Context: an optimization exercise on an open-source flow, tuned for small area. The choices shown serve that exercise and are no tape-out recipe.
In this exercise RTL edits were held to simulation tests only and were not proved equivalent to the original.
Power is estimated from default activity; no workload was simulated.

## build 56
Design Hash_locating, start of the top module:
module Hash_locating#(
    parameter       P_OUTPORT_WIDTH = 4     ,
    parameter       P_TABLE_DEPTH   = 16    ,
    parameter       P_MYTOR_ADDR    = 0
)(
    input                           i_clk               ,
    input                           i_rst               ,
    input  [47:0]                   i_update_dest_mac   ,
    input  [P_OUTPORT_WIDTH - 1:0]  i_update_outport    ,
    input                           i_update_flag       ,
    input                           i_update_valid      ,
    input                           i_seek_valid        ,
    input  [47:0]                   i_seek_dest_mac     ,
    input  [2 :0]                   i_seek_id           ,
    output [P_OUTPORT_WIDTH - 1:0]  o_seek_outport      ,
    output [2 + 1 :0]               o_seek_id           ,
    output                          o_seek_flag         ,
    output                          o_seek_valid
);
localparam W  = 44;                      
localparam PW = P_OUTPORT_WIDTH + 1;     
localparam SW = W + PW;                  
wire [3:0] w_hash_upd, w_hash_seek;
CRC32_64bKEEP crc_upd (.i_mac(i_update_dest_mac), .o_hash(w_hash_upd ));
CRC32_64bKEEP crc_seek(.i_mac(i_seek_dest_mac  ), .o_hash(w_hash_seek));
wire [3:0] w_bucket = i_update_valid ? w_hash_upd : w_hash_seek;
reg            r_phase;
reg            ri_update_valid;
reg  [15:0]    ri_bsel;          
reg  [SW-1:0]  ri_update_wr_n;   
reg  [W-1:0]   ri_seek_key;      
reg  [2:0]     ri_seek_id;
reg            ri_seek_hit_ok;   
reg            ri_seek_zero;     
wire [SW-1:0] w_entry = {i_update_outport, i_update_flag,
  ...
For scale: roughly 9100 cells after synthesis, roughly 120 I/O pins.
Settings: LEC_CHECK=0, CAP_MARGIN=20, CORE_MARGIN=2, CORE_UTILIZATION=55, CTS_BUF_LIST=sky130_fd_sc_hd__clkbuf_16, CTS_CLUSTER_DIAMETER=80, CTS_CLUSTER_SIZE=25, PLACE_DENSITY=0.65, SLEW_MARGIN=20, SYNTH_HIERARCHICAL=1, SYNTH_MINIMUM_KEEP_SIZE=0; clock period 10.0 ns.
run.sh (not shown) runs the stock make flow with config.mk's settings and CLKGATE_MAP_FILE= SYNTH_SCRIPT=/design/flow/synth_recipe.tcl, a recipe that flattens the netlist after the stock synthesis.
Inputs modified between build 56 and build 98:
- a change of SLEW_MARGIN from 20 to 10
- a change of CAP_MARGIN from 20 to 10
==> flow/flow/run.sh (new file) <==
#!/bin/bash
# The standard layout (standard.sh: ORFS from the standard synthesis to the
# final DEF), with two changes:
#  - the input and output ports are buffered with the smallest buffer,
#    sky130_fd_sc_hd__buf_1, instead of the cell buffer_ports picks by default;
#  - after global routing, ORFS's power recovery (repair_timing
#    -recover_power) may downsize cells on paths with positive slack.
# make's full output goes to standard.log here; each ORFS step also keeps its
# own log under orfs/logs/.
set -uo pipefail
export BUFFER_PORTS_ARGS="-buffer_cell sky130_fd_sc_hd__buf_1"
export RECOVER_POWER=100
bash standard.sh > standard.log 2>&1
==> flow/standard.sh (new file) <==
#!/bin/bash
# synth_recipe.tcl (not shown) runs the flow's synth.tcl, then flattens the netlist and writes it again
# the make line also repeats each setting of config.mk as NAME=value (left out here)
make -C /OpenROAD-flow-scripts/flow DESIGN_CONFIG=/design/flow/config.mk WORK_HOME=/design/flow/orfs CLKGATE_MAP_FILE= SYNTH_SCRIPT=/design/flow/synth_recipe.tcl "${@:-finish}"
removed: flow/run.sh
==> notes.md <==
- Cmp build 98 vs build 56: part of the cycle the worst path needs higher in build 98
- Going from build 56 to build 98, clock-buffer cell count shrinks by 3.
- In the flow results for build 98 and build 56, the routed wire length is larger on build 98.
- Build 98: flow complete, layout not clean; failing: capacitance limit, slew limit
- Global placer's final weighted congestion delta for build 98 relative to build 56: about 0.6% higher
- Between build 56 and build 98, the final cell count figures differ only marginally.
Changes in build 34 relative to build 98:
- swapping 10 for 20 in CAP_MARGIN
- swapping 10 for 20 in SLEW_MARGIN
==> flow/flow/run.sh <==
#!/bin/bash
# The standard layout (standard.sh: ORFS from the standard synthesis to the
# final DEF), with one change: the input and output ports are buffered with
# the smallest buffer, sky130_fd_sc_hd__buf_1, instead of the cell
# buffer_ports picks by default. make's full output goes to standard.log here;
# each ORFS step also keeps its own log under orfs/logs/.
set -uo pipefail
export BUFFER_PORTS_ARGS="-buffer_cell sky130_fd_sc_hd__buf_1"
bash standard.sh > standard.log 2>&1
--- outcome ---
- Build 34 finished all stages; the layout is clean.
- Compare build 34 and build 98 | number of iterations in the first detailed-routing pass higher: build 34
- For global-route usage over all layers, build 34 and build 98 come out practically identical.
- Multi-input combinational area share delta (build 34 -> build 98): insignificant
- Sequential power essentially unchanged between build 98 and build 34.
- ro_pay[0] as the end point of the critical path was reported by build 34, and g_bucket[5].g_slot[2].r_slot[25] by build 98.
- Build 98 -> build 34: non-clock buffer count increased slightly
- The core of build 34 is more densely filled than that of build 98.
- Compared build 98 against build 34; final cell count within noise.
- Build 34 vs. build 98: fraction of met3 tracks used by global routing saw a decrease; cell area after placement shows no meaningful change.
- Launch point of the worst path: ri_update_valid -> build 98, ri_bsel[7] -> build 34
Here is what was changed in the inputs of build 90 compared with build 34.
- SLEW_MARGIN changed from 20 to 10
- CAP_MARGIN changed from 20 to 10
==> flow/run.sh (new file) <==
#!/bin/bash
# synth_recipe.tcl (not shown) runs the flow's synth.tcl, then flattens the netlist and writes it again
# the make line also repeats each setting of config.mk as NAME=value (left out here)
make -C /OpenROAD-flow-scripts/flow DESIGN_CONFIG=/design/flow/config.mk WORK_HOME=/design/flow/orfs CLKGATE_MAP_FILE= SYNTH_SCRIPT=/design/flow/synth_recipe.tcl finish
removed: flow/flow/run.sh
removed: flow/standard.sh
## What came out
- Build 90 vs build 34 — met1 usage in global routing dropped 2.0 points.
- From build 34 to build 90 the numbers moved as follows: initial DRC count went down, sum of routed wire length over all layers lower.
- Re count of clock-net buffers in the final layout: build 34 was lower than build 90.
- Looking only at global-route wire length before repair, and setting everything else aside, the higher value of build 90 and build 34 goes to build 34.
- Comparing setup slack of the critical path after layout for build 90 and build 34, the smaller number came from build 90.
- Build 34 and build 90 ended up with roughly the same post-synthesis sequential element count.

[re-timing with driven ports]
The flow's constraints put no driver on any port. The routed layouts listed below were extracted and timed again, unchanged, in two steps. Step 1: set_driving_cell puts a clkbuf_16 on i_clk and a buf_2 on each other input, an assumption about the parent block. Step 2, shift: input delay + t, output delay - t, t = (earliest + latest rising clock arrival at the registers) / 2. This alone moves slack from input paths to output paths. Slacks: ideal ports / drivers / drivers and shift; pairs: ideal ports / drivers.
run	t (ns)	slack for setup (ns)	worst hold slack (ns)	pins driven straight from the clock port
build 56	0.954	3.904 / 3.904 / 3.904	0.446 / 0.446 / 0.446	1
build 98	0.959	1.847 / 1.847 / 1.847	0.446 / 0.446 / 0.446	1
build 34	0.958	4.085 / 4.085 / 4.085	0.447 / 0.447 / 0.447	1
build 90	0.954	3.770 / 3.770 / 3.770	0.446 / 0.446 / 0.446	1
